Context: an optimization exercise on an open-source flow, tuned for small area and a short achievable clock period. The choices shown serve that exercise and are no tape-out recipe.
The RTL of this run was laid out without a check of its function.
Power figures rest on the tool's default switching activity, not on a simulated workload.

[flow/run.sh]
#!/bin/bash
# synth_recipe.tcl (not shown) runs the flow's synth.tcl, then flattens the netlist and writes it again
# the make line also repeats each setting of config.mk as NAME=value (left out here)
make -C /OpenROAD-flow-scripts/flow DESIGN_CONFIG=/design/flow/config.mk WORK_HOME=/design/flow/orfs CLKGATE_MAP_FILE= SYNTH_SCRIPT=/design/flow/synth_recipe.tcl finish
[flow/config.mk]
export PLATFORM = sky130hd
export DESIGN_NAME = mac_16bit
export DESIGN_NICKNAME = mac_16bit
export VERILOG_FILES = /design/flow/design.v
export SDC_FILE = /design/flow/constraint.sdc
export NUM_CORES = 4
export LEC_CHECK = 0
export CAP_MARGIN = 20
export CORE_MARGIN = 2
export CORE_UTILIZATION = 40
export SLEW_MARGIN = 20
[flow/constraint.sdc]
create_clock -name core_clock -period 6.9 [get_ports {clk}]
set_input_delay 1.3800 -clock core_clock [delete_from_list [all_inputs] [get_ports {clk}]]
set_output_delay 1.3800 -clock core_clock [all_outputs]
set_load 0.01 [all_outputs]
[flow/design.v]
module mac_16bit(out_rounded,md,mr,clk,rst);
output reg [26:0] out_rounded;
input [15:0] md,mr;
input clk,rst;
reg [15:0] MD;
reg [7:0] ONE, TWO, NEG;         
reg [60:0] P;                  
reg [39:0] acc;
reg [8:0] k;       
reg clr;           
reg z1;            
reg r1, z2;        
wire zero = !rst | clr;
wire [16:0] mrx = {mr, 1'b0};
wire [7:0] one_n, two_n, neg_n;
genvar g;
generate for (g = 0; g < 8; g = g + 1) begin : enc
  assign one_n[g] = mrx[2*g+1] ^ mrx[2*g];
  assign two_n[g] = (mrx[2*g+2] & ~mrx[2*g+1] & ~mrx[2*g]) | (~mrx[2*g+2] & mrx[2*g+1] & mrx[2*g]);
  assign neg_n[g] = mrx[2*g+2] & ~(mrx[2*g+1] & mrx[2*g]);
end endgenerate
wire [16:0] pp0 = (({17{ONE[0]}} & {MD[15], MD}) | ({17{TWO[0]}} & {MD, 1'b0})) ^ {17{NEG[0]}};
wire ns0 = ~pp0[16];
wire [16:0] pp1 = (({17{ONE[1]}} & {MD[15], MD}) | ({17{TWO[1]}} & {MD, 1'b0})) ^ {17{NEG[1]}};
wire ns1 = ~pp1[16];
wire [16:0] pp2 = (({17{ONE[2]}} & {MD[15], MD}) | ({17{TWO[2]}} & {MD, 1'b0})) ^ {17{NEG[2]}};
wire ns2 = ~pp2[16];
wire [16:0] pp3 = (({17{ONE[3]}} & {MD[15], MD}) | ({17{TWO[3]}} & {MD, 1'b0})) ^ {17{NEG[3]}};
wire ns3 = ~pp3[16];
wire [16:0] pp4 = (({17{ONE[4]}} & {MD[15], MD}) | ({17{TWO[4]}} & {MD, 1'b0})) ^ {17{NEG[4]}};
wire ns4 = ~pp4[16];
wire [16:0] pp5 = (({17{ONE[5]}} & {MD[15], MD}) | ({17{TWO[5]}} & {MD, 1'b0})) ^ {17{NEG[5]}};
wire ns5 = ~pp5[16];
wire [16:0] pp6 = (({17{ONE[6]}} & {MD[15], MD}) | ({17{TWO[6]}} & {MD, 1'b0})) ^ {17{NEG[6]}};
wire ns6 = ~pp6[16];
wire [16:0] pp7 = (({17{ONE[7]}} & {MD[15], MD}) | ({17{TWO[7]}} & {MD, 1'b0})) ^ {17{NEG[7]}};
wire ns7 = ~pp7[16];
wire as1, ac2; assign {ac2, as1} = {1'b0, pp0[10]} + {1'b0, pp1[8]};
wire as3, ac4; assign {ac4, as3} = {1'b0, pp0[11]} + {1'b0, pp1[9]};
wire as5, ac6; assign {ac6, as5} = {1'b0, pp0[12]} + {1'b0, pp1[10]} + {1'b0, pp2[8]};
wire as7, ac8; assign {ac8, as7} = {1'b0, pp3[6]} + {1'b0, pp4[4]};
wire as9, ac10; assign {ac10, as9} = {1'b0, pp0[13]} + {1'b0, pp1[11]} + {1'b0, pp2[9]};
wire as11, ac12; assign {ac12, as11} = {1'b0, pp3[7]} + {1'b0, pp4[5]};
wire as13, ac14; assign {ac14, as13} = {1'b0, pp0[14]} + {1'b0, pp1[12]} + {1'b0, pp2[10]};
wire as15, ac16; assign {ac16, as15} = {1'b0, pp3[8]} + {1'b0, pp4[6]} + {1'b0, pp5[4]};
wire as17, ac18; assign {ac18, as17} = {1'b0, pp6[2]} + {1'b0, pp7[0]};
wire as19, ac20; assign {ac20, as19} = {1'b0, pp0[15]} + {1'b0, pp1[13]} + {1'b0, pp2[11]};
wire as21, ac22; assign {ac22, as21} = {1'b0, pp3[9]} + {1'b0, pp4[7]} + {1'b0, pp5[5]};
wire as23, ac24; assign {ac24, as23} = {1'b0, pp6[3]} + {1'b0, pp7[1]};
wire as25 = ~(ns0 ^ pp1[14]); wire ac26 = ns0 | pp1[14];
wire as27, ac28; assign {ac28, as27} = {1'b0, pp2[12]} + {1'b0, pp3[10]} + {1'b0, pp4[8]};
wire as29, ac30; assign {ac30, as29} = {1'b0, pp5[6]} + {1'b0, pp6[4]} + {1'b0, pp7[2]};
wire as31 = ~(pp1[15] ^ pp2[13]); wire ac32 = pp1[15] | pp2[13];
wire as33, ac34; assign {ac34, as33} = {1'b0, pp3[11]} + {1'b0, pp4[9]} + {1'b0, pp5[7]};
wire as35, ac36; assign {ac36, as35} = {1'b0, pp6[5]} + {1'b0, pp7[3]};
wire as37, ac38; assign {ac38, as37} = {1'b0, ns1} + {1'b0, pp2[14]} + {1'b0, pp3[12]};
wire as39, ac40; assign {ac40, as39} = {1'b0, pp4[10]} + {1'b0, pp5[8]} + {1'b0, pp6[6]};
wire as41 = ~(pp2[15] ^ pp3[13]); wire ac42 = pp2[15] | pp3[13];
wire as43, ac44; assign {ac44, as43} = {1'b0, pp4[11]} + {1'b0, pp5[9]};
wire as45, ac46; assign {ac46, as45} = {1'b0, ns2} + {1'b0, pp3[14]} + {1'b0, pp4[12]};
wire as47 = ~pp3[15];
wire as48, ac49; assign {ac49, as48} = {1'b0, pp0[6]} + {1'b0, pp1[4]};
wire as50, ac51; assign {ac51, as50} = {1'b0, pp0[7]} + {1'b0, pp1[5]};
wire as52, ac53; assign {ac53, as52} = {1'b0, pp0[8]} + {1'b0, pp1[6]} + {1'b0, pp2[4]};
wire as54, ac55; assign {ac55, as54} = {1'b0, pp3[2]} + {1'b0, pp4[0]};
wire as56, ac57; assign {ac57, as56} = {1'b0, pp0[9]} + {1'b0, pp1[7]} + {1'b0, pp2[5]};
wire as58, ac59; assign {ac59, as58} = {1'b0, pp3[3]} + {1'b0, pp4[1]};
wire as60, ac61; assign {ac61, as60} = {1'b0, as1} + {1'b0, pp2[6]} + {1'b0, pp3[4]};
wire as62, ac63; assign {ac63, as62} = {1'b0, pp4[2]} + {1'b0, pp5[0]} + {1'b0, NEG[5]};
wire as64, ac65; assign {ac65, as64} = {1'b0, as3} + {1'b0, pp2[7]} + {1'b0, pp3[5]};
wire as66, ac67; assign {ac67, as66} = {1'b0, pp4[3]} + {1'b0, pp5[1]} + {1'b0, ac2};
wire as68, ac69; assign {ac69, as68} = {1'b0, as5} + {1'b0, as7} + {1'b0, pp5[2]};
wire as70, ac71; assign {ac71, as70} = {1'b0, pp6[0]} + {1'b0, NEG[6]} + {1'b0, ac4};
wire as72, ac73; assign {ac73, as72} = {1'b0, as9} + {1'b0, as11} + {1'b0, pp5[3]};
wire as74, ac75; assign {ac75, as74} = {1'b0, pp6[1]} + {1'b0, ac6} + {1'b0, ac8};
wire as76, ac77; assign {ac77, as76} = {1'b0, as13} + {1'b0, as15} + {1'b0, as17};
wire as78, ac79; assign {ac79, as78} = {1'b0, NEG[7]} + {1'b0, ac10} + {1'b0, ac12};
wire as80, ac81; assign {ac81, as80} = {1'b0, as19} + {1'b0, as21} + {1'b0, as23};
wire as82, ac83; assign {ac83, as82} = {1'b0, ac14} + {1'b0, ac16} + {1'b0, ac18};
wire as84, ac85; assign {ac85, as84} = {1'b0, as25} + {1'b0, as27} + {1'b0, as29};
wire as86, ac87; assign {ac87, as86} = {1'b0, ac20} + {1'b0, ac22} + {1'b0, ac24};
wire as88, ac89; assign {ac89, as88} = {1'b0, as31} + {1'b0, as33} + {1'b0, as35};
wire as90, ac91; assign {ac91, as90} = {1'b0, ac26} + {1'b0, ac28} + {1'b0, ac30};
wire as92, ac93; assign {ac93, as92} = {1'b0, as37} + {1'b0, as39} + {1'b0, pp7[4]};
wire as94, ac95; assign {ac95, as94} = {1'b0, ac32} + {1'b0, ac34} + {1'b0, ac36};
wire as96, ac97; assign {ac97, as96} = {1'b0, as41} + {1'b0, as43} + {1'b0, pp6[7]};
wire as98, ac99; assign {ac99, as98} = {1'b0, pp7[5]} + {1'b0, ac38} + {1'b0, ac40};
wire as100, ac101; assign {ac101, as100} = {1'b0, as45} + {1'b0, pp5[10]} + {1'b0, pp6[8]};
wire as102, ac103; assign {ac103, as102} = {1'b0, pp7[6]} + {1'b0, ac42} + {1'b0, ac44};
wire as104, ac105; assign {ac105, as104} = {1'b0, as47} + {1'b0, pp4[13]} + {1'b0, pp5[11]};
wire as106, ac107; assign {ac107, as106} = {1'b0, pp6[9]} + {1'b0, pp7[7]} + {1'b0, ac46};
wire as108, ac109; assign {ac109, as108} = {1'b0, ns3} + {1'b0, pp4[14]} + {1'b0, pp5[12]};
wire as110, ac111; assign {ac111, as110} = {1'b0, pp6[10]} + {1'b0, pp7[8]} + {1'b0, pp3[15]};
wire as112 = ~(pp4[15] ^ pp5[13]); wire ac113 = pp4[15] | pp5[13];
wire as114, ac115; assign {ac115, as114} = {1'b0, pp6[11]} + {1'b0, pp7[9]};
wire as116, ac117; assign {ac117, as116} = {1'b0, ns4} + {1'b0, pp5[14]} + {1'b0, pp6[12]};
wire as118 = ~pp5[15];
wire as119, ac120; assign {ac120, as119} = {1'b0, pp0[4]} + {1'b0, pp1[2]};
wire as121, ac122; assign {ac122, as121} = {1'b0, pp0[5]} + {1'b0, pp1[3]};
wire as123, ac124; assign {ac124, as123} = {1'b0, as48} + {1'b0, pp2[2]} + {1'b0, pp3[0]};
wire as125, ac126; assign {ac126, as125} = {1'b0, as50} + {1'b0, pp2[3]} + {1'b0, pp3[1]};
wire as127, ac128; assign {ac128, as127} = {1'b0, as52} + {1'b0, as54} + {1'b0, NEG[4]};
wire as129, ac130; assign {ac130, as129} = {1'b0, as56} + {1'b0, as58} + {1'b0, ac53};
wire as131, ac132; assign {ac132, as131} = {1'b0, as60} + {1'b0, as62} + {1'b0, ac57};
wire as133, ac134; assign {ac134, as133} = {1'b0, as64} + {1'b0, as66} + {1'b0, ac61};
wire as135, ac136; assign {ac136, as135} = {1'b0, as68} + {1'b0, as70} + {1'b0, ac65};
wire as137, ac138; assign {ac138, as137} = {1'b0, as72} + {1'b0, as74} + {1'b0, ac69};
wire as139, ac140; assign {ac140, as139} = {1'b0, as76} + {1'b0, as78} + {1'b0, ac73};
wire as141, ac142; assign {ac142, as141} = {1'b0, as80} + {1'b0, as82} + {1'b0, ac77};
wire as143, ac144; assign {ac144, as143} = {1'b0, as84} + {1'b0, as86} + {1'b0, ac81};
wire as145, ac146; assign {ac146, as145} = {1'b0, as88} + {1'b0, as90} + {1'b0, ac85};
wire as147, ac148; assign {ac148, as147} = {1'b0, as92} + {1'b0, as94} + {1'b0, ac89};
wire as149, ac150; assign {ac150, as149} = {1'b0, as96} + {1'b0, as98} + {1'b0, ac93};
wire as151, ac152; assign {ac152, as151} = {1'b0, as100} + {1'b0, as102} + {1'b0, ac97};
wire as153, ac154; assign {ac154, as153} = {1'b0, as104} + {1'b0, as106} + {1'b0, ac101};
wire as155, ac156; assign {ac156, as155} = {1'b0, as108} + {1'b0, as110} + {1'b0, ac105};
wire as157, ac158; assign {ac158, as157} = {1'b0, as112} + {1'b0, as114} + {1'b0, ac109};
wire as159, ac160; assign {ac160, as159} = {1'b0, as116} + {1'b0, pp7[10]} + {1'b0, ac113};
wire as161, ac162; assign {ac162, as161} = {1'b0, as118} + {1'b0, pp6[13]} + {1'b0, pp7[11]};
wire as163, ac164; assign {ac164, as163} = {1'b0, ns5} + {1'b0, pp6[14]} + {1'b0, pp7[12]};
wire as165 = ~pp6[15];
wire as166, ac167; assign {ac167, as166} = {1'b0, pp0[2]} + {1'b0, pp1[0]};
wire as168, ac169; assign {ac169, as168} = {1'b0, pp0[3]} + {1'b0, pp1[1]};
wire as170, ac171; assign {ac171, as170} = {1'b0, as119} + {1'b0, pp2[0]} + {1'b0, NEG[2]};
wire as172, ac173; assign {ac173, as172} = {1'b0, as121} + {1'b0, pp2[1]} + {1'b0, ac120};
wire as174, ac175; assign {ac175, as174} = {1'b0, as123} + {1'b0, NEG[3]} + {1'b0, ac122};
wire as176, ac177; assign {ac177, as176} = {1'b0, as125} + {1'b0, ac49} + {1'b0, ac124};
wire as178, ac179; assign {ac179, as178} = {1'b0, as127} + {1'b0, ac51} + {1'b0, ac126};
wire as180, ac181; assign {ac181, as180} = {1'b0, as129} + {1'b0, ac55} + {1'b0, ac128};
wire as182, ac183; assign {ac183, as182} = {1'b0, as131} + {1'b0, ac59} + {1'b0, ac130};
wire as184, ac185; assign {ac185, as184} = {1'b0, as133} + {1'b0, ac63} + {1'b0, ac132};
wire as186, ac187; assign {ac187, as186} = {1'b0, as135} + {1'b0, ac67} + {1'b0, ac134};
wire as188, ac189; assign {ac189, as188} = {1'b0, as137} + {1'b0, ac71} + {1'b0, ac136};
wire as190, ac191; assign {ac191, as190} = {1'b0, as139} + {1'b0, ac75} + {1'b0, ac138};
wire as192, ac193; assign {ac193, as192} = {1'b0, as141} + {1'b0, ac79} + {1'b0, ac140};
wire as194, ac195; assign {ac195, as194} = {1'b0, as143} + {1'b0, ac83} + {1'b0, ac142};
wire as196, ac197; assign {ac197, as196} = {1'b0, as145} + {1'b0, ac87} + {1'b0, ac144};
wire as198, ac199; assign {ac199, as198} = {1'b0, as147} + {1'b0, ac91} + {1'b0, ac146};
wire as200, ac201; assign {ac201, as200} = {1'b0, as149} + {1'b0, ac95} + {1'b0, ac148};
wire as202, ac203; assign {ac203, as202} = {1'b0, as151} + {1'b0, ac99} + {1'b0, ac150};
wire as204, ac205; assign {ac205, as204} = {1'b0, as153} + {1'b0, ac103} + {1'b0, ac152};
wire as206, ac207; assign {ac207, as206} = {1'b0, as155} + {1'b0, ac107} + {1'b0, ac154};
wire as208, ac209; assign {ac209, as208} = {1'b0, as157} + {1'b0, ac111} + {1'b0, ac156};
wire as210, ac211; assign {ac211, as210} = {1'b0, as159} + {1'b0, ac115} + {1'b0, ac158};
wire as212, ac213; assign {ac213, as212} = {1'b0, as161} + {1'b0, ac117} + {1'b0, ac160};
wire as214, ac215; assign {ac215, as214} = {1'b0, as163} + {1'b0, pp5[15]} + {1'b0, ac162};
wire as216, ac217; assign {ac217, as216} = {1'b0, as165} + {1'b0, pp7[13]} + {1'b0, ac164};
wire as218, ac219; assign {ac219, as218} = {1'b0, ns6} + {1'b0, pp7[14]} + {1'b0, pp6[15]};
wire as220 = ~pp7[15];
wire [60:0] pnext;
assign pnext[0] = pp0[0];
assign pnext[1] = NEG[0];
assign pnext[2] = pp0[1];
assign pnext[3] = as166;
assign pnext[4] = NEG[1];
assign pnext[5] = as168;
assign pnext[6] = ac167;
assign pnext[7] = as170;
assign pnext[8] = ac169;
assign pnext[9] = as172;
assign pnext[10] = ac171;
assign pnext[11] = as174;
assign pnext[12] = ac173;
assign pnext[13] = as176;
assign pnext[14] = ac175;
assign pnext[15] = as178;
assign pnext[16] = ac177;
assign pnext[17] = as180;
assign pnext[18] = ac179;
assign pnext[19] = as182;
assign pnext[20] = ac181;
assign pnext[21] = as184;
assign pnext[22] = ac183;
assign pnext[23] = as186;
assign pnext[24] = ac185;
assign pnext[25] = as188;
assign pnext[26] = ac187;
assign pnext[27] = as190;
assign pnext[28] = ac189;
assign pnext[29] = as192;
assign pnext[30] = ac191;
assign pnext[31] = as194;
assign pnext[32] = ac193;
assign pnext[33] = as196;
assign pnext[34] = ac195;
assign pnext[35] = as198;
assign pnext[36] = ac197;
assign pnext[37] = as200;
assign pnext[38] = ac199;
assign pnext[39] = as202;
assign pnext[40] = ac201;
assign pnext[41] = as204;
assign pnext[42] = ac203;
assign pnext[43] = as206;
assign pnext[44] = ac205;
assign pnext[45] = as208;
assign pnext[46] = ac207;
assign pnext[47] = as210;
assign pnext[48] = ac209;
assign pnext[49] = as212;
assign pnext[50] = ac211;
assign pnext[51] = as214;
assign pnext[52] = ac213;
assign pnext[53] = as216;
assign pnext[54] = ac215;
assign pnext[55] = as218;
assign pnext[56] = ac217;
assign pnext[57] = as220;
assign pnext[58] = ac219;
assign pnext[59] = ns7;
assign pnext[60] = pp7[15];
wire bs221, bc222; assign {bc222, bs221} = {1'b0, P[0]} + {1'b0, P[1]};
wire bs223, bc224; assign {bc224, bs223} = {1'b0, P[2]} + {1'b0, acc[1]};
wire bx227 = P[3] ^ P[4]; wire bs225 = bx227 ^ acc[2]; wire bc226 = bx227 ? acc[2] : P[3];
wire bx230 = P[5] ^ P[6]; wire bs228 = bx230 ^ acc[3]; wire bc229 = bx230 ? acc[3] : P[5];
wire bx233 = P[7] ^ P[8]; wire bs231 = bx233 ^ acc[4]; wire bc232 = bx233 ? acc[4] : P[7];
wire bx236 = P[9] ^ P[10]; wire bs234 = bx236 ^ acc[5]; wire bc235 = bx236 ? acc[5] : P[9];
wire bx239 = P[11] ^ P[12]; wire bs237 = bx239 ^ acc[6]; wire bc238 = bx239 ? acc[6] : P[11];
wire bx242 = P[13] ^ P[14]; wire bs240 = bx242 ^ acc[7]; wire bc241 = bx242 ? acc[7] : P[13];
wire bx245 = P[15] ^ P[16]; wire bs243 = bx245 ^ acc[8]; wire bc244 = bx245 ? acc[8] : P[15];
wire bx248 = P[17] ^ P[18]; wire bs246 = bx248 ^ acc[9]; wire bc247 = bx248 ? acc[9] : P[17];
wire bx251 = P[19] ^ P[20]; wire bs249 = bx251 ^ acc[10]; wire bc250 = bx251 ? acc[10] : P[19];
wire bx254 = P[21] ^ P[22]; wire bs252 = bx254 ^ acc[11]; wire bc253 = bx254 ? acc[11] : P[21];
wire bx257 = P[23] ^ P[24]; wire bs255 = bx257 ^ acc[12]; wire bc256 = bx257 ? acc[12] : P[23];
wire bx260 = P[25] ^ P[26]; wire bs258 = bx260 ^ acc[13]; wire bc259 = bx260 ? acc[13] : P[25];
wire bx263 = P[27] ^ P[28]; wire bs261 = bx263 ^ acc[14]; wire bc262 = bx263 ? acc[14] : P[27];
wire bx266 = P[29] ^ P[30]; wire bs264 = bx266 ^ acc[15]; wire bc265 = bx266 ? acc[15] : P[29];
wire bx269 = P[31] ^ P[32]; wire bs267 = bx269 ^ acc[16]; wire bc268 = bx269 ? acc[16] : P[31];
wire bx272 = P[33] ^ P[34]; wire bs270 = bx272 ^ acc[17]; wire bc271 = bx272 ? acc[17] : P[33];
wire bx275 = P[35] ^ P[36]; wire bs273 = bx275 ^ acc[18]; wire bc274 = bx275 ? acc[18] : P[35];
wire bx278 = P[37] ^ P[38]; wire bs276 = bx278 ^ acc[19]; wire bc277 = bx278 ? acc[19] : P[37];
wire bx281 = P[39] ^ P[40]; wire bs279 = bx281 ^ acc[20]; wire bc280 = bx281 ? acc[20] : P[39];
wire bx284 = P[41] ^ P[42]; wire bs282 = bx284 ^ acc[21]; wire bc283 = bx284 ? acc[21] : P[41];
wire bx287 = P[43] ^ P[44]; wire bs285 = bx287 ^ acc[22]; wire bc286 = bx287 ? acc[22] : P[43];
wire bx290 = P[45] ^ P[46]; wire bs288 = bx290 ^ acc[23]; wire bc289 = bx290 ? acc[23] : P[45];
wire bx293 = P[47] ^ P[48]; wire bs291 = bx293 ^ acc[24]; wire bc292 = bx293 ? acc[24] : P[47];
wire bx296 = P[49] ^ P[50]; wire bs294 = bx296 ^ acc[25]; wire bc295 = bx296 ? acc[25] : P[49];
wire bx299 = P[51] ^ P[52]; wire bs297 = bx299 ^ acc[26]; wire bc298 = bx299 ? acc[26] : P[51];
wire bx302 = P[53] ^ P[54]; wire bs300 = bx302 ^ acc[27]; wire bc301 = bx302 ? acc[27] : P[53];
wire bx305 = P[55] ^ P[56]; wire bs303 = bx305 ^ acc[28]; wire bc304 = bx305 ? acc[28] : P[55];
wire bx308 = P[57] ^ P[58]; wire bs306 = bx308 ^ acc[29]; wire bc307 = bx308 ? acc[29] : P[57];
wire bx311 = P[59] ^ P[60]; wire bs309 = bx311 ^ acc[30]; wire bc310 = bx311 ? acc[30] : P[59];
wire bs312 = ~acc[31];
wire [7:0] yhi = 8'd0 + {7'd0, acc[31]} - 8'd1;
wire [39:0] opx = {acc[39:32], bs312, bs309, bs306, bs303, bs300, bs297, bs294, bs291, bs288, bs285, bs282, bs279, bs276, bs273, bs270, bs267, bs264, bs261, bs258, bs255, bs252, bs249, bs246, bs243, bs240, bs237, bs234, bs231, bs228, bs225, bs223, bs221};
wire [39:0] opy = {yhi, bc310, bc307, bc304, bc301, bc298, bc295, bc292, bc289, bc286, bc283, bc280, bc277, bc274, bc271, bc268, bc265, bc262, bc259, bc256, bc253, bc250, bc247, bc244, bc241, bc238, bc235, bc232, bc229, bc226, bc224, bc222, acc[0]};
wire [39:0] g0 = opx & opy;
wire [39:0] p0 = opx ^ opy;
wire G313 = p0[1] ? g0[0] : g0[1];
wire Q314 = p0[1] & p0[0];
wire G315 = p0[3] ? g0[2] : g0[3];
wire Q316 = p0[3] & p0[2];
wire G317 = p0[5] ? g0[4] : g0[5];
wire Q318 = p0[5] & p0[4];
wire G319 = p0[7] ? g0[6] : g0[7];
wire Q320 = p0[7] & p0[6];
wire G321 = p0[9] ? g0[8] : g0[9];
wire Q322 = p0[9] & p0[8];
wire G323 = p0[11] ? g0[10] : g0[11];
wire Q324 = p0[11] & p0[10];
wire G325 = p0[13] ? g0[12] : g0[13];
wire Q326 = p0[13] & p0[12];
wire G327 = p0[15] ? g0[14] : g0[15];
wire Q328 = p0[15] & p0[14];
wire G329 = p0[17] ? g0[16] : g0[17];
wire Q330 = p0[17] & p0[16];
wire G331 = p0[19] ? g0[18] : g0[19];
wire Q332 = p0[19] & p0[18];
wire G333 = p0[21] ? g0[20] : g0[21];
wire Q334 = p0[21] & p0[20];
wire G335 = p0[23] ? g0[22] : g0[23];
wire Q336 = p0[23] & p0[22];
wire G337 = p0[25] ? g0[24] : g0[25];
wire Q338 = p0[25] & p0[24];
wire G339 = p0[27] ? g0[26] : g0[27];
wire Q340 = p0[27] & p0[26];
wire G341 = p0[29] ? g0[28] : g0[29];
wire Q342 = p0[29] & p0[28];
wire G343 = p0[31] ? g0[30] : g0[31];
wire Q344 = p0[31] & p0[30];
wire G345 = p0[33] ? g0[32] : g0[33];
wire Q346 = p0[33] & p0[32];
wire G347 = p0[35] ? g0[34] : g0[35];
wire Q348 = p0[35] & p0[34];
wire G349 = p0[37] ? g0[36] : g0[37];
wire Q350 = p0[37] & p0[36];
wire G351 = p0[39] ? g0[38] : g0[39];
wire Q352 = p0[39] & p0[38];
wire G353 = p0[2] ? G313 : g0[2];
wire Q354 = p0[2] & Q314;
wire G355 = Q316 ? G313 : G315;
wire Q356 = Q316 & Q314;
wire G357 = p0[6] ? G317 : g0[6];
wire Q358 = p0[6] & Q318;
wire G359 = Q320 ? G317 : G319;
wire Q360 = Q320 & Q318;
wire G361 = p0[10] ? G321 : g0[10];
wire Q362 = p0[10] & Q322;
wire G363 = Q324 ? G321 : G323;
wire Q364 = Q324 & Q322;
wire G365 = p0[14] ? G325 : g0[14];
wire Q366 = p0[14] & Q326;
wire G367 = Q328 ? G325 : G327;
wire Q368 = Q328 & Q326;
wire G369 = p0[18] ? G329 : g0[18];
wire Q370 = p0[18] & Q330;
wire G371 = Q332 ? G329 : G331;
wire Q372 = Q332 & Q330;
wire G373 = p0[22] ? G333 : g0[22];
wire Q374 = p0[22] & Q334;
wire G375 = Q336 ? G333 : G335;
wire Q376 = Q336 & Q334;
wire G377 = p0[26] ? G337 : g0[26];
wire Q378 = p0[26] & Q338;
wire G379 = Q340 ? G337 : G339;
wire Q380 = Q340 & Q338;
wire G381 = p0[30] ? G341 : g0[30];
wire Q382 = p0[30] & Q342;
wire G383 = Q344 ? G341 : G343;
wire Q384 = Q344 & Q342;
wire G385 = p0[34] ? G345 : g0[34];
wire Q386 = p0[34] & Q346;
wire G387 = Q348 ? G345 : G347;
wire Q388 = Q348 & Q346;
wire G389 = p0[38] ? G349 : g0[38];
wire Q390 = p0[38] & Q350;
wire G391 = Q352 ? G349 : G351;
wire Q392 = Q352 & Q350;
wire G393 = p0[4] ? G355 : g0[4];
wire Q394 = p0[4] & Q356;
wire G395 = Q318 ? G355 : G317;
wire Q396 = Q318 & Q356;
wire G397 = Q358 ? G355 : G357;
wire Q398 = Q358 & Q356;
wire G399 = Q360 ? G355 : G359;
wire Q400 = Q360 & Q356;
wire G401 = p0[12] ? G363 : g0[12];
wire Q402 = p0[12] & Q364;
wire G403 = Q326 ? G363 : G325;
wire Q404 = Q326 & Q364;
wire G405 = Q366 ? G363 : G365;
wire Q406 = Q366 & Q364;
wire G407 = Q368 ? G363 : G367;
wire Q408 = Q368 & Q364;
wire G409 = p0[20] ? G371 : g0[20];
wire Q410 = p0[20] & Q372;
wire G411 = Q334 ? G371 : G333;
wire Q412 = Q334 & Q372;
wire G413 = Q374 ? G371 : G373;
wire Q414 = Q374 & Q372;
wire G415 = Q376 ? G371 : G375;
wire Q416 = Q376 & Q372;
wire G417 = p0[28] ? G379 : g0[28];
wire Q418 = p0[28] & Q380;
wire G419 = Q342 ? G379 : G341;
wire Q420 = Q342 & Q380;
wire G421 = Q382 ? G379 : G381;
wire Q422 = Q382 & Q380;
wire G423 = Q384 ? G379 : G383;
wire Q424 = Q384 & Q380;
wire G425 = p0[36] ? G387 : g0[36];
wire Q426 = p0[36] & Q388;
wire G427 = Q350 ? G387 : G349;
wire Q428 = Q350 & Q388;
wire G429 = Q390 ? G387 : G389;
wire Q430 = Q390 & Q388;
wire G431 = Q392 ? G387 : G391;
wire Q432 = Q392 & Q388;
wire G433 = p0[8] ? G399 : g0[8];
wire Q434 = p0[8] & Q400;
wire G435 = Q322 ? G399 : G321;
wire Q436 = Q322 & Q400;
wire G437 = Q362 ? G399 : G361;
wire Q438 = Q362 & Q400;
wire G439 = Q364 ? G399 : G363;
wire Q440 = Q364 & Q400;
wire G441 = Q402 ? G399 : G401;
wire Q442 = Q402 & Q400;
wire G443 = Q404 ? G399 : G403;
wire Q444 = Q404 & Q400;
wire G445 = Q406 ? G399 : G405;
wire Q446 = Q406 & Q400;
wire G447 = Q408 ? G399 : G407;
wire Q448 = Q408 & Q400;
wire G449 = p0[24] ? G415 : g0[24];
wire Q450 = p0[24] & Q416;
wire G451 = Q338 ? G415 : G337;
wire Q452 = Q338 & Q416;
wire G453 = Q378 ? G415 : G377;
wire Q454 = Q378 & Q416;
wire G455 = Q380 ? G415 : G379;
wire Q456 = Q380 & Q416;
wire G457 = Q418 ? G415 : G417;
wire Q458 = Q418 & Q416;
wire G459 = Q420 ? G415 : G419;
wire Q460 = Q420 & Q416;
wire G461 = Q422 ? G415 : G421;
wire Q462 = Q422 & Q416;
wire G463 = Q424 ? G415 : G423;
wire Q464 = Q424 & Q416;
wire G465 = p0[16] ? G447 : g0[16];
wire Q466 = p0[16] & Q448;
wire G467 = Q330 ? G447 : G329;
wire Q468 = Q330 & Q448;
wire G469 = Q370 ? G447 : G369;
wire Q470 = Q370 & Q448;
wire G471 = Q372 ? G447 : G371;
wire Q472 = Q372 & Q448;
wire G473 = Q410 ? G447 : G409;
wire Q474 = Q410 & Q448;
wire G475 = Q412 ? G447 : G411;
wire Q476 = Q412 & Q448;
wire G477 = Q414 ? G447 : G413;
wire Q478 = Q414 & Q448;
wire G479 = Q416 ? G447 : G415;
wire Q480 = Q416 & Q448;
wire G481 = Q450 ? G447 : G449;
wire Q482 = Q450 & Q448;
wire G483 = Q452 ? G447 : G451;
wire Q484 = Q452 & Q448;
wire G485 = Q454 ? G447 : G453;
wire Q486 = Q454 & Q448;
wire G487 = Q456 ? G447 : G455;
wire Q488 = Q456 & Q448;
wire G489 = Q458 ? G447 : G457;
wire Q490 = Q458 & Q448;
wire G491 = Q460 ? G447 : G459;
wire Q492 = Q460 & Q448;
wire G493 = Q462 ? G447 : G461;
wire Q494 = Q462 & Q448;
wire G495 = Q464 ? G447 : G463;
wire Q496 = Q464 & Q448;
wire G497 = p0[32] ? G495 : g0[32];
wire Q498 = p0[32] & Q496;
wire G499 = Q346 ? G495 : G345;
wire Q500 = Q346 & Q496;
wire G501 = Q386 ? G495 : G385;
wire Q502 = Q386 & Q496;
wire G503 = Q388 ? G495 : G387;
wire Q504 = Q388 & Q496;
wire G505 = Q426 ? G495 : G425;
wire Q506 = Q426 & Q496;
wire G507 = Q428 ? G495 : G427;
wire Q508 = Q428 & Q496;
wire G509 = Q430 ? G495 : G429;
wire Q510 = Q430 & Q496;
wire G511 = Q432 ? G495 : G431;
wire Q512 = Q432 & Q496;
wire [39:0] sum;
assign sum[0] = p0[0];
assign sum[1] = p0[1] ^ g0[0];
assign sum[2] = p0[2] ^ G313;
assign sum[3] = p0[3] ^ G353;
assign sum[4] = p0[4] ^ G355;
assign sum[5] = p0[5] ^ G393;
assign sum[6] = p0[6] ^ G395;
assign sum[7] = p0[7] ^ G397;
assign sum[8] = p0[8] ^ G399;
assign sum[9] = p0[9] ^ G433;
assign sum[10] = p0[10] ^ G435;
assign sum[11] = p0[11] ^ G437;
assign sum[12] = p0[12] ^ G439;
assign sum[13] = p0[13] ^ G441;
assign sum[14] = p0[14] ^ G443;
assign sum[15] = p0[15] ^ G445;
assign sum[16] = p0[16] ^ G447;
assign sum[17] = p0[17] ^ G465;
assign sum[18] = p0[18] ^ G467;
assign sum[19] = p0[19] ^ G469;
assign sum[20] = p0[20] ^ G471;
assign sum[21] = p0[21] ^ G473;
assign sum[22] = p0[22] ^ G475;
assign sum[23] = p0[23] ^ G477;
assign sum[24] = p0[24] ^ G479;
assign sum[25] = p0[25] ^ G481;
assign sum[26] = p0[26] ^ G483;
assign sum[27] = p0[27] ^ G485;
assign sum[28] = p0[28] ^ G487;
assign sum[29] = p0[29] ^ G489;
assign sum[30] = p0[30] ^ G491;
assign sum[31] = p0[31] ^ G493;
assign sum[32] = p0[32] ^ G495;
assign sum[33] = p0[33] ^ G497;
assign sum[34] = p0[34] ^ G499;
assign sum[35] = p0[35] ^ G501;
assign sum[36] = p0[36] ^ G503;
assign sum[37] = p0[37] ^ G505;
assign sum[38] = p0[38] ^ G507;
assign sum[39] = p0[39] ^ G509;
wire up = acc[12] & (acc[13] | (|acc[11:0]));
wire [26:0] rnd = acc[39:13] + {26'd0, up};
always @(posedge clk) begin
  MD <= md;
  ONE <= one_n;
  TWO <= two_n;
  NEG <= neg_n;
  P <= pnext;
  z1 <= zero;
  r1 <= !rst;
  z2 <= r1;
  if (zero | z1 | z2) acc <= 40'd0;
  else acc <= sum;
  out_rounded <= zero ? 27'd0 : rnd;
  if (zero) k <= {8'd0, clr};
  else k <= k + 9'd1;
  clr <= rst & !clr & (k == 9'd258);
end
endmodule
==> run summary <==
## layout make-up
cell class / count / share of cell area
multi-input cells: 914 / 0.584
flip-flops and latches: 181 / 0.260
repair buffers: 65 / 0.0458
well taps: 396 / 0.0356
clock buffers: 21 / 0.0338
inverters: 114 / 0.0307
clock inverters: 11 / 0.00979
## metal layers
metal | track usage | share of wire | up-vias | wire length [um]
met1 | 0.244 | 0.49 | 4170 | 13600
li1 | - | - | 4330 | -
met4 | 0.0574 | 0.017 | 0 | 462
met5 | 0 | 0 | - | 0
met3 | 0.0353 | 0.057 | 32 | 1560
met2 | 0.268 | 0.44 | 265 | 12000
## cell families after synthesis
family	count (synthesis)	synth area share
XOR/XNOR	240	0.168
flip-flops	181	0.290
adder cells (fa/ha/maj)	191	0.239
buffers and inverters	197	0.0599
multiplexers	17	0.0142
AO/OA/AOI/OAI	227	0.131
AND/OR/NAND/NOR	239	0.0978
## cells in the mapped netlist, types with 4 or more instances
| master | instances |
|---|---|
| nor3_1 | 5 |
| a21oi_1 | 24 |
| nand3_1 | 18 |
| and4_1 | 5 |
| inv_1 | 110 |
| ha_1 | 72 |
| o22ai_1 | 5 |
| xnor2_1 | 163 |
| mux2i_1 | 11 |
| a21o_1 | 4 |
| a31oi_1 | 7 |
| nand2_1 | 43 |
| and3_1 | 7 |
| dfxtp_1 | 181 |
| nand4_1 | 9 |
| maj3_1 | 29 |
| and2_1 | 9 |
| o21a_1 | 5 |
| xor2_1 | 77 |
| o21ai_0 | 34 |
| nor2b_1 | 14 |
| fa_1 | 90 |
| or3_1 | 13 |
| clkbuf_1 | 76 |
| nor2_1 | 74 |
| buf_1 | 6 |
| a22oi_1 | 120 |
| nor4_1 | 4 |
| nand3b_1 | 10 |
| nand2b_1 | 19 |
| mux2_2 | 5 |
## stage by stage
stage,power [uW],setup WS (ps),instances
2_1_floorplan,5290,3470,1292
3_3_place_gp,6110,3240,1670
3_5_place_dp,6230,3170,1670
4_1_cts,7280,3170,1702
5_1_grt,8000,3030,1702
6_report,7230,3180,1702
## power breakdown
part	switching [uW]	internal (uW)	total [uW]
logic	2380	2120	4510
registers	344	1370	1710
clock network	444	570	1010
## worst paths after layout
check | to | cells past startpoint | startpoint | slack (ps)
worst min-delay path | z2 | 0 | r1 | 350
worst max-delay path | P[35] | 7 | NEG[3] | 3180
worst max register to register | P[35] | 7 | NEG[3] | 3180
worst min register to register | z2 | 0 | r1 | 350
## worst max-delay path: stages, from the launching register on
cell,delay (ps)
dfxtp_1,490
clkinv_1,660
xnor2_1,460
fa_1,480
fa_1,510
inv_1,50
fa_1,530
fa_1,410
## sequential cells by signal, summed over array words and instances (netlist names)
| signal | flops |
|---|---|
| MD | 16 |
| P | 61 |
| clr | 1 |
| z1 | 1 |
| k | 9 |
| out_rounded | 27 |
| TWO | 8 |
| z2 | 1 |
| NEG | 8 |
| ONE | 8 |
| acc | 40 |
| r1 | 1 |
==> run_results.csv <==
group,metric,value,unit
finish,final_common_cell,"dfxtp_1",
placement,place.gp.congestion,0.845,
sta,drv_slew,0,
detailed_routing,drt_iter0_drc,646,
synth,yosysSeqAreaShare,0.290,
worst_setup_path,crit_required,7230,ps
floorplanning,die_h,181,um
detailed_routing,wirelength,27.6,mm
finish,seqCellArea,3620,um^2
finish,final_cell_mix,"181 x dfxtp_1, 163 x xnor2_1, 120 x a22oi_1",
synth,ys.flop_type,"dfxtp_1",
synth,synth_cell_types,65,
sta,layout_min_cycle_time,3720,ps
detailed_routing,vias,8797,
worst_setup_path,cp_max_fo,13,
synth,syn_area,12500,um^2
sta,final_hold_viol_count,0,
cts,cts_root_buffer,"clkbuf_16",
worst_setup_path,crit_arrival,4050,ps
detailed_routing,via_per_inst,5.17,
global_route,grt_max_degree,40,
synth,yosys.area.top_type,"dfxtp_1",
finish,stdcell_area,13900,um^2
worst_setup_path,cp-start-kind,"flop",
detailed_routing,drt-wirelength-per-cell,16.2,um
placement,placed_area,13300,um^2
synth,synthCells,1292,
sta,setup_viol,0,
sta,whs,354,ps
finish,drive_gt1_frac,0.0482,
cts,cts_hold_buffers,0,
synth,yosysWarnings,1,
cts,cts_resized,0,
synth,syn_nets,1488,
sta,finalSetupTns,0,ps
sta,slew_headroom,0.274,
cts,cts_buffer_depth,2,
global_route,grtUsageTotal,0.174,
floorplanning,dieArea,32700,um^2
floorplanning,die_w,181,um
sta,worstMarginPinSlew,1090,ps
global_route,grt_pass1_vias,8807,
cts,path_clk_slew,70,ps
power_and_ir_drop,ir_worst_vdd,0.262,mV
detailed_routing,ant_nets,0,
cts,insertion_delay,450,ps
power_and_ir_drop,p_leak,0.00556,uW
min_path,hold_class,"reg -> reg",
global_route,grt_pass1_wl,45.8,mm
sta,finalCritPeriodShare,0.539,
worst_setup_path,crit_type,"reg -> reg",
floorplanning,rows,64,
global_route,antenna_found_initial,0,
power_and_ir_drop,p_per_area,519,nW/um^2
floorplanning,initial_utilization,0.408,
placement,port-buffer-count,60,
placement,hpwlAfterDp,20.0,mm
synth,synth_edf_count,0,
cts,htreeDepth,4,
floorplanning,boundaryPins,61,
flow_run,max_cap_violations,0,
sta,fin_skew,10.3,ps
synth,synth_async_sr_flop_share,0,
synth,netlist.area_leader.share,0.290,
sta,max_freq,0.269,GHz
finish,fillers,2947,
synth,synth_area_per_cell,9.68,um^2
cts,cts_tree,"built",
finish,antenna_cells,0,
finish,area_delta_synth_final,11.4,%
status,status,"complete, no violations",
finish,utilization,0.454,
cts,clock_sinks,181,
synth,synth-seq-cells,181,
cts,cts_made_buffers,17,
detailed_routing,drc_errors,0,
cts,post_cts_buffers,0,
finish,multi_input_area,8140,um^2
global_route,grt_overflow,0,
floorplanning,core_area,30700,um^2
worst_setup_path,cp-end-kind,"flop",
synth,synthTopCellsByArea,"dfxtp_1 29%, fa_1 14%, xnor2_1 11%",
detailed_routing,dr.pass1.iters,5,
finish,nNetsFinal,1489,
sta,rsz0062_at_grt,"no",

## static timing again, ports no longer ideal
No port has a modelled driver above. Below, the same layout with a new extraction and two added sets of constraints.
Step 1 assumes that a clkbuf_16 drives the clock port and a buf_2 every other input.
Step 2 adds t to the input delays and takes it off the output delays; t is the mean of the earliest and latest rising clock arrival at the registers after step 1. Input paths then give back, and output paths get back, about the clock's delay inside the block.
a / b / c = ideal / step 1 / step 2; a / b = the first two.
t (ns): 0.490
setup slack, ns: 3.183 / 3.183 / 3.183
worst setup path after step 2: register to register
latest minus earliest clock arrival (ns): 0.012 / 0.011
After both steps setup and hold are still met in this run. The setup slack of this run moves by 0.000 ns with the drivers and by 0.000 ns with both steps.
